This design comes from an exercise in tuning for small area, a short achievable clock period and few clock cycles per item on the open sky130 flow, not from production work.
At most, simulation tests tie the RTL to the original design; equivalence was not proved.

==> inputs of willow <==
==> flow/design.v <==
module gcd (
    input  logic        clk_i,
    input  logic        rst_i,
    input  logic        start_i,
    input  logic [31:0] a_i,
    input  logic [31:0] b_i,
    output logic        busy_o,
    output logic        valid_o,
    output logic [31:0] result_o
);
    logic [31:0] a, b;
    logic [4:0]  k;
    logic        run;
    logic both_odd, both_even, swap;
    assign both_odd  = a[0] & b[0];
    assign both_even = ~a[0] & ~b[0];
    assign swap      = a[0] & ~b[0];
    localparam int W = 31;
    logic [W-1:0] x1, x2, hp, hg, gg, pp, d;
    logic         cout;
    assign x1 = a[31:1] & {W{~swap}};
    assign x2 = b[31:1] & {W{a[0]}};
    assign hg = x1 & ~x2;
    assign hp = ~(x1 ^ x2);             
    always_comb begin
        gg = hg;
        pp = hp;
        for (int l = 0; l < 5; l++)
            for (int i = 0; i < W; i++)
                if ((i >> l) & 1) begin
                    gg[i] = gg[i] | (pp[i] & gg[((i >> l) << l) - 1]);
                    pp[i] = pp[i] & pp[((i >> l) << l) - 1];
                end
    end
    assign cout = gg[W-1];              
    always_comb begin
        d[0] = ~hp[0];
        for (int i = 1; i < W; i++)
            d[i] = hp[i] ^ ~cout ^ (gg[i-1] | (cout & pp[i-1]));
    end
    logic eq, a_zero, k_zero, fin;
    assign eq     = both_odd & (&hp);
    assign a_zero = ~|a;
    assign k_zero = ~|k;
    assign fin    = a_zero | eq;
    logic [3:0] dlow;
    assign dlow = ~hp[3:0];
    logic [1:0] s;
    always_comb begin
        if (both_even)    s = 2'd0;
        else if (dlow[0]) s = 2'd0;
        else if (dlow[1]) s = 2'd1;
        else if (dlow[2]) s = 2'd2;
        else              s = 2'd3;
    end
    logic [31:0] ds;
    always_comb begin
        case (s)
            2'd0: ds = {1'b0, d};
            2'd1: ds = {2'b0, d[W-1:1]};
            2'd2: ds = {3'b0, d[W-1:2]};
            default: ds = {4'b0, d[W-1:3]};
        endcase
    end
    always_ff @(posedge clk_i or posedge rst_i) begin
        if (rst_i) run <= 1'b0;
        else if (!run) run <= start_i;
        else if (fin && k_zero) run <= 1'b0;
    end
    always_ff @(posedge clk_i) begin
        if (!run) begin
            a <= a_i;
            b <= b_i;
            k <= 5'd0;
        end else begin
            a <= ds;
            if (fin) begin
                b <= b << 1;
                k <= k - 5'd1;
            end else if (both_even) begin
                b <= b >> 1;
                k <= k + 5'd1;
            end else if (swap || (both_odd && !cout)) begin
                b <= a;
            end
        end
    end
    assign busy_o   = run;
    assign valid_o  = run & fin & k_zero;
    assign result_o = b;
endmodule
==> flow/run.sh <==
#!/bin/bash
# synth_recipe.tcl (not shown) runs the flow's synth.tcl, then flattens the netlist and writes it again
# the make line also repeats each setting of config.mk as NAME=value (left out here)
make -C /OpenROAD-flow-scripts/flow DESIGN_CONFIG=/design/flow/config.mk WORK_HOME=/design/flow/orfs CLKGATE_MAP_FILE= SYNTH_SCRIPT=/design/flow/synth_recipe.tcl finish
==> flow/config.mk <==
export PLATFORM = sky130hd
export DESIGN_NAME = gcd
export DESIGN_NICKNAME = gcd
export VERILOG_FILES = /design/flow/design.v
export SDC_FILE = /design/flow/constraint.sdc
export NUM_CORES = 4
export LEC_CHECK = 0
export CAP_MARGIN = 20
export CORE_MARGIN = 2
export CORE_UTILIZATION = 40
export PLACE_DENSITY = 0.6
export SETUP_SLACK_MARGIN = 3.5
export SLEW_MARGIN = 20
==> flow/constraint.sdc <==
create_clock -name core_clock -period 6.0 [get_ports {clk_i}]
set_input_delay 1.2000 -clock core_clock [delete_from_list [all_inputs] [get_ports {clk_i}]]
set_output_delay 1.2000 -clock core_clock [all_outputs]
set_load 0.01 [all_outputs]
==> inputs of delta, as changes to willow <==
==> flow/design.v, changed modules only <==
module gcd (
    input  logic        clk_i,
    input  logic        rst_i,
    input  logic        start_i,
    input  logic [31:0] a_i,
    input  logic [31:0] b_i,
    output logic        busy_o,
    output logic        valid_o,
    output logic [31:0] result_o
);
    logic [31:0] a, b;
    logic [4:0]  k;
    logic        run;
    logic both_odd, both_even, swap;
    assign both_odd  = a[0] & b[0];
    assign both_even = ~a[0] & ~b[0];
    assign swap      = a[0] & ~b[0];
    localparam int W = 31;
    logic [W-1:0] x1, x2, hp, hg, gg, pp, d;
    logic         cout;
    assign x1 = a[31:1];
    assign x2 = b[31:1];
    assign hg = x1 & ~x2;
    assign hp = ~(x1 ^ x2);             
    always_comb begin
        gg = hg;
        pp = hp;
        for (int l = 0; l < 5; l++)
            for (int i = 0; i < W; i++)
                if ((i >> l) & 1) begin
                    gg[i] = gg[i] | (pp[i] & gg[((i >> l) << l) - 1]);
                    pp[i] = pp[i] & pp[((i >> l) << l) - 1];
                end
    end
    assign cout = gg[W-1];              
    always_comb begin
        d[0] = ~hp[0];
        for (int i = 1; i < W; i++)
            d[i] = hp[i] ^ ~cout ^ (gg[i-1] | (cout & pp[i-1]));
    end
    logic eq, a_zero, k_zero, fin;
    assign eq     = both_odd & (&hp);
    assign a_zero = ~|a;
    assign k_zero = ~|k;
    assign fin    = a_zero | eq;
    logic [31:0] ye, y;
    logic [3:0]  ylow;
    assign ye = swap ? (b >> 1) : (a >> 1);
    assign y  = both_odd ? {1'b0, d} : ye;
    assign ylow = both_odd ? ~hp[3:0] : ye[3:0];
    logic [1:0] s;
    always_comb begin
        if (both_even)    s = 2'd0;
        else if (ylow[0]) s = 2'd0;
        else if (ylow[1]) s = 2'd1;
        else if (ylow[2]) s = 2'd2;
        else              s = 2'd3;
    end
    logic [31:0] ds;
    always_comb begin
        case (s)
            2'd0: ds = y;
            2'd1: ds = y >> 1;
            2'd2: ds = y >> 2;
            default: ds = y >> 3;
        endcase
    end
    always_ff @(posedge clk_i or posedge rst_i) begin
        if (rst_i) run <= 1'b0;
        else if (!run) run <= start_i;
        else if (fin && k_zero) run <= 1'b0;
    end
    always_ff @(posedge clk_i) begin
        if (!run) begin
            a <= a_i;
            b <= b_i;
            k <= 5'd0;
        end else begin
            a <= ds;
            if (fin) begin
                b <= b << 1;
                k <= k - 5'd1;
            end else if (both_even) begin
                b <= b >> 1;
                k <= k + 5'd1;
            end else if (swap || (both_odd && !cout)) begin
                b <= a;
            end
        end
    end
    assign busy_o   = run;
    assign valid_o  = run & fin & k_zero;
    assign result_o = b;
endmodule
==> flow/flow/run.sh (new file) <==
#!/bin/bash
# The standard layout (the standard.sh, unchanged synthesis), except that
# the buffer put on each input and output port is the smallest buffer cell.
set -euo pipefail
export BUFFER_PORTS_ARGS="-buffer_cell sky130_fd_sc_hd__buf_1"
bash standard.sh > standard.log 2>&1
==> flow/standard.sh (new file) <==
#!/bin/bash
# synth_recipe.tcl (not shown) runs the flow's synth.tcl, then flattens the netlist and writes it again
# the make line also repeats each setting of config.mk as NAME=value (left out here)
make -C /OpenROAD-flow-scripts/flow DESIGN_CONFIG=/design/flow/config.mk WORK_HOME=/design/flow/orfs CLKGATE_MAP_FILE= SYNTH_SCRIPT=/design/flow/synth_recipe.tcl "${@:-finish}"
Settings changed: SETUP_SLACK_MARGIN 3.5 to 1.0.
removed: flow/run.sh
==> inputs of violet, as changes to willow <==
==> flow/design.v, changed modules only <==
module gcd (
    input  logic        clk_i,
    input  logic        rst_i,
    input  logic        start_i,
    input  logic [31:0] a_i,
    input  logic [31:0] b_i,
    output logic        busy_o,
    output logic        valid_o,
    output logic [31:0] result_o
);
    logic [31:0] a, b;
    logic [4:0]  k;
    logic        run;
    logic a_zero, k_zero;
    assign a_zero = ~|a;
    assign k_zero = ~|k;
    localparam int W = 31;
    logic [W-1:0] a1, b1, hp, hg, gg, pp, d;
    logic         cout;
    assign a1 = a[31:1];
    assign b1 = b[31:1];
    assign hg = a1 & ~b1;
    assign hp = ~(a1 ^ b1);             
    always_comb begin
        gg = hg;
        pp = hp;
        for (int l = 0; l < 5; l++)
            for (int i = 0; i < W; i++)
                if ((i >> l) & 1) begin
                    gg[i] = gg[i] | (pp[i] & gg[((i >> l) << l) - 1]);
                    pp[i] = pp[i] & pp[((i >> l) << l) - 1];
                end
    end
    assign cout = gg[W-1];              
    always_comb begin
        d[0] = ~hp[0];
        for (int i = 1; i < W; i++)
            d[i] = hp[i] ^ ~cout ^ (gg[i-1] | (cout & pp[i-1]));
    end
    logic both_odd, swap;
    assign both_odd = a[0] & b[0];
    assign swap     = a[0] & ~b[0];
    logic [31:0] y;
    logic [3:0]  ylow;                  
    always_comb begin
        if (both_odd) begin
            y    = {1'b0, d};
            ylow = a1[3:0] ^ b1[3:0];   
        end else if (swap) begin
            y    = b >> 1;
            ylow = b[4:1];
        end else begin
            y    = a >> 1;
            ylow = a[4:1];
        end
    end
    logic [1:0] s;
    always_comb begin
        if (~a[0] & ~b[0]) s = 2'd0;    
        else if (ylow[0])  s = 2'd0;
        else if (ylow[1])  s = 2'd1;
        else if (ylow[2])  s = 2'd2;
        else               s = 2'd3;
    end
    logic [31:0] ys;
    always_comb begin
        case (s)
            2'd0: ys = y;
            2'd1: ys = y >> 1;
            2'd2: ys = y >> 2;
            default: ys = y >> 3;
        endcase
    end
    always_ff @(posedge clk_i or posedge rst_i) begin
        if (rst_i) run <= 1'b0;
        else if (!run) run <= start_i;
        else if (a_zero && k_zero) run <= 1'b0;
    end
    always_ff @(posedge clk_i) begin
        if (!run) begin
            a <= a_i;
            b <= b_i;
            k <= 5'd0;
        end else if (a_zero) begin
            a <= ys;
            b <= b << 1;
            k <= k - 5'd1;
        end else begin
            a <= ys;
            if (~a[0] & ~b[0]) begin
                b <= b >> 1;
                k <= k + 5'd1;
            end else if (swap || (both_odd && !cout)) begin
                b <= a;
            end
        end
    end
    assign busy_o   = run;
    assign valid_o  = run & a_zero & k_zero;
    assign result_o = b;
endmodule
Settings changed: SETUP_SLACK_MARGIN 3.5 to 3.8.
==> inputs of fjord, as changes to willow <==
==> flow/design.v, changed modules only <==
module gcd (
    input  logic        clk_i,
    input  logic        rst_i,
    input  logic        start_i,
    input  logic [31:0] a_i,
    input  logic [31:0] b_i,
    output logic        busy_o,
    output logic        valid_o,
    output logic [31:0] result_o
);
    logic [31:0] a, b;
    logic [4:0]  k;
    logic        run;
    logic both_odd, both_even, swap;
    assign both_odd  = a[0] & b[0];
    assign both_even = ~a[0] & ~b[0];
    assign swap      = a[0] & ~b[0];
    localparam int W = 31;
    logic [W-1:0] x1, x2, hp, hg, gg, pp, d;
    logic         cout;
    assign x1 = a[31:1];
    assign x2 = b[31:1];
    assign hg = x1 & ~x2;
    assign hp = ~(x1 ^ x2);             
    always_comb begin
        gg = hg;
        pp = hp;
        for (int l = 0; l < 5; l++)
            for (int i = 0; i < W; i++)
                if ((i >> l) & 1) begin
                    gg[i] = gg[i] | (pp[i] & gg[((i >> l) << l) - 1]);
                    pp[i] = pp[i] & pp[((i >> l) << l) - 1];
                end
    end
    assign cout = gg[W-1];              
    always_comb begin
        d[0] = ~hp[0];
        for (int i = 1; i < W; i++)
            d[i] = hp[i] ^ ~cout ^ (gg[i-1] | (cout & pp[i-1]));
    end
    logic eq, a_zero, k_zero, fin;
    assign eq     = both_odd & (&hp);
    assign a_zero = ~|a;
    assign k_zero = ~|k;
    assign fin    = a_zero | eq;
    logic [31:0] ye, y;
    logic [3:0]  ylow;
    assign ye = swap ? (b >> 1) : (a >> 1);
    assign y  = both_odd ? {1'b0, d} : ye;
    assign ylow = both_odd ? ~hp[3:0] : ye[3:0];
    logic [1:0] s;
    always_comb begin
        if (both_even)    s = 2'd0;
        else if (ylow[0]) s = 2'd0;
        else if (ylow[1]) s = 2'd1;
        else if (ylow[2]) s = 2'd2;
        else              s = 2'd3;
    end
    logic [31:0] ds;
    always_comb begin
        case (s)
            2'd0: ds = y;
            2'd1: ds = y >> 1;
            2'd2: ds = y >> 2;
            default: ds = y >> 3;
        endcase
    end
    always_ff @(posedge clk_i or posedge rst_i) begin
        if (rst_i) run <= 1'b0;
        else if (!run) run <= start_i;
        else if (fin && k_zero) run <= 1'b0;
    end
    always_ff @(posedge clk_i) begin
        if (!run) begin
            a <= a_i;
            b <= b_i;
            k <= 5'd0;
        end else begin
            a <= ds;
            if (fin) begin
                b <= b << 1;
                k <= k - 5'd1;
            end else if (both_even) begin
                b <= b >> 1;
                k <= k + 5'd1;
            end else if (swap || (both_odd && !cout)) begin
                b <= a;
            end
        end
    end
    assign busy_o   = run;
    assign valid_o  = run & fin & k_zero;
    assign result_o = b;
endmodule
==> flow/flow/run.sh (new file) <==
#!/bin/bash
# The standard layout (the standard.sh, unchanged synthesis), except that
# the buffer put on each input and output port is the smallest buffer cell.
set -euo pipefail
export BUFFER_PORTS_ARGS="-buffer_cell sky130_fd_sc_hd__buf_1"
bash standard.sh > standard.log 2>&1
==> flow/standard.sh (new file) <==
#!/bin/bash
# synth_recipe.tcl (not shown) runs the flow's synth.tcl, then flattens the netlist and writes it again
# the make line also repeats each setting of config.mk as NAME=value (left out here)
make -C /OpenROAD-flow-scripts/flow DESIGN_CONFIG=/design/flow/config.mk WORK_HOME=/design/flow/orfs CLKGATE_MAP_FILE= SYNTH_SCRIPT=/design/flow/synth_recipe.tcl "${@:-finish}"
Settings changed: CORE_UTILIZATION 40 to 60, PLACE_DENSITY 0.6 to 0.75, SETUP_SLACK_MARGIN 3.5 to 2.0.
removed: flow/run.sh
==> notes <==
- Between delta and willow, the lower register-to-register slack is in delta (gap 0.44 ns).
- The lowest hold slack belongs to delta, the highest to fjord.
- Die area: violet > delta > willow > fjord.
- Critical path depth: willow is lower than fjord (4).
- First-iteration DRC count, lowest first: delta, willow, fjord, violet.
- Sequential share of layout area: delta > fjord > willow > violet.
==> figures <==
Run status: violet complete, no violations; willow complete, no violations; delta complete, no violations; fjord complete, no violations
Worst setup path end: violet a[21]$_DFF_P_; willow valid_o; delta a[18]$_DFF_P_; fjord a[18]$_DFF_P_
Nonclk inv count: violet 43; willow 39; delta 50; fjord 50
Synth Area in Simple Gates: violet 18.81%; willow 21.13%; delta 18.92%; fjord 18.92%
Path depth of the worst reg2reg path: violet 13; willow 16; delta 12; fjord 13
Clk tree area frac: violet 2.465%; willow 2.724%; delta 4.176%; fjord 3.591%
Start point of the critical path: violet b[30]$_DFFE_PP_; willow b[0]$_DFFE_PP_; delta b[2]$_DFFE_PP_; fjord b[2]$_DFFE_PP_
Clock latency reported for the late side of the worst-skew pair: violet 0.35 ns; willow 0.36 ns; delta 0.36 ns; fjord 0.35 ns
Proportion of synthesized chip area in sequential cells: violet 24.13%; willow 25.60%; delta 24.75%; fjord 24.75%
Number of nets in the layout: violet 1,295; willow 1,206; delta 1,052; fjord 1,065
Final Cycle Share: violet 59.47%; willow 68.29%; delta 74.05%; fjord 65.43%
Met2 WL post-DR: violet 15,410 um; willow 14,480 um; delta 12,070 um; fjord 11,790 um
Drt wl/cell: violet 25.95 um; willow 23.33 um; delta 23.20 um; fjord 24.69 um
Testbench counts of delta, summed over its fixed seeds: cycles 57,461, items 2,400.
Testbench counts of fjord, summed over its fixed seeds: cycles 57,461, items 2,400.
No functional check of the RTL was part of willow and violet.

-- port drivers added, routing unchanged --
The flow's constraints put no driver on any port. The routed layouts listed below were extracted and timed again, unchanged, in two steps.
Step 1 sets driving cells, clkbuf_16 on the clock port and buf_2 on the other inputs (assumed; they add their load-dependent delay and slew).
Step 2 adds t to the input delays and takes it off the output delays; t is the mean of the earliest and latest rising clock arrival at the registers after step 1. Input paths then give back, and output paths get back, about the clock's delay inside the block.
Slacks: ideal ports / drivers / drivers and shift; pairs: ideal ports / drivers.
| run | t, ns | setup WS [ns] | hold slack, ns | worst register clock-pin slew, ns | cell pins on the clock port's net |
|---|---|---|---|---|---|
| willow | 0.408 | 1.903 / 1.852 / 2.000 | 0.533 / 0.533 / 0.533 | 0.07 / 0.07 | 1 |
| delta | 0.403 | 1.557 / 1.557 / 1.557 | 0.521 / 0.521 / 0.521 | 0.07 / 0.07 | 1 |
| violet | 0.394 | 2.432 / 2.432 / 2.432 | 0.547 / 0.547 / 0.547 | 0.06 / 0.06 | 1 |
| fjord | 0.390 | 2.074 / 2.072 / 2.074 | 0.548 / 0.548 / 0.548 | 0.06 / 0.06 | 1 |
After both steps every run listed still meets setup and hold.
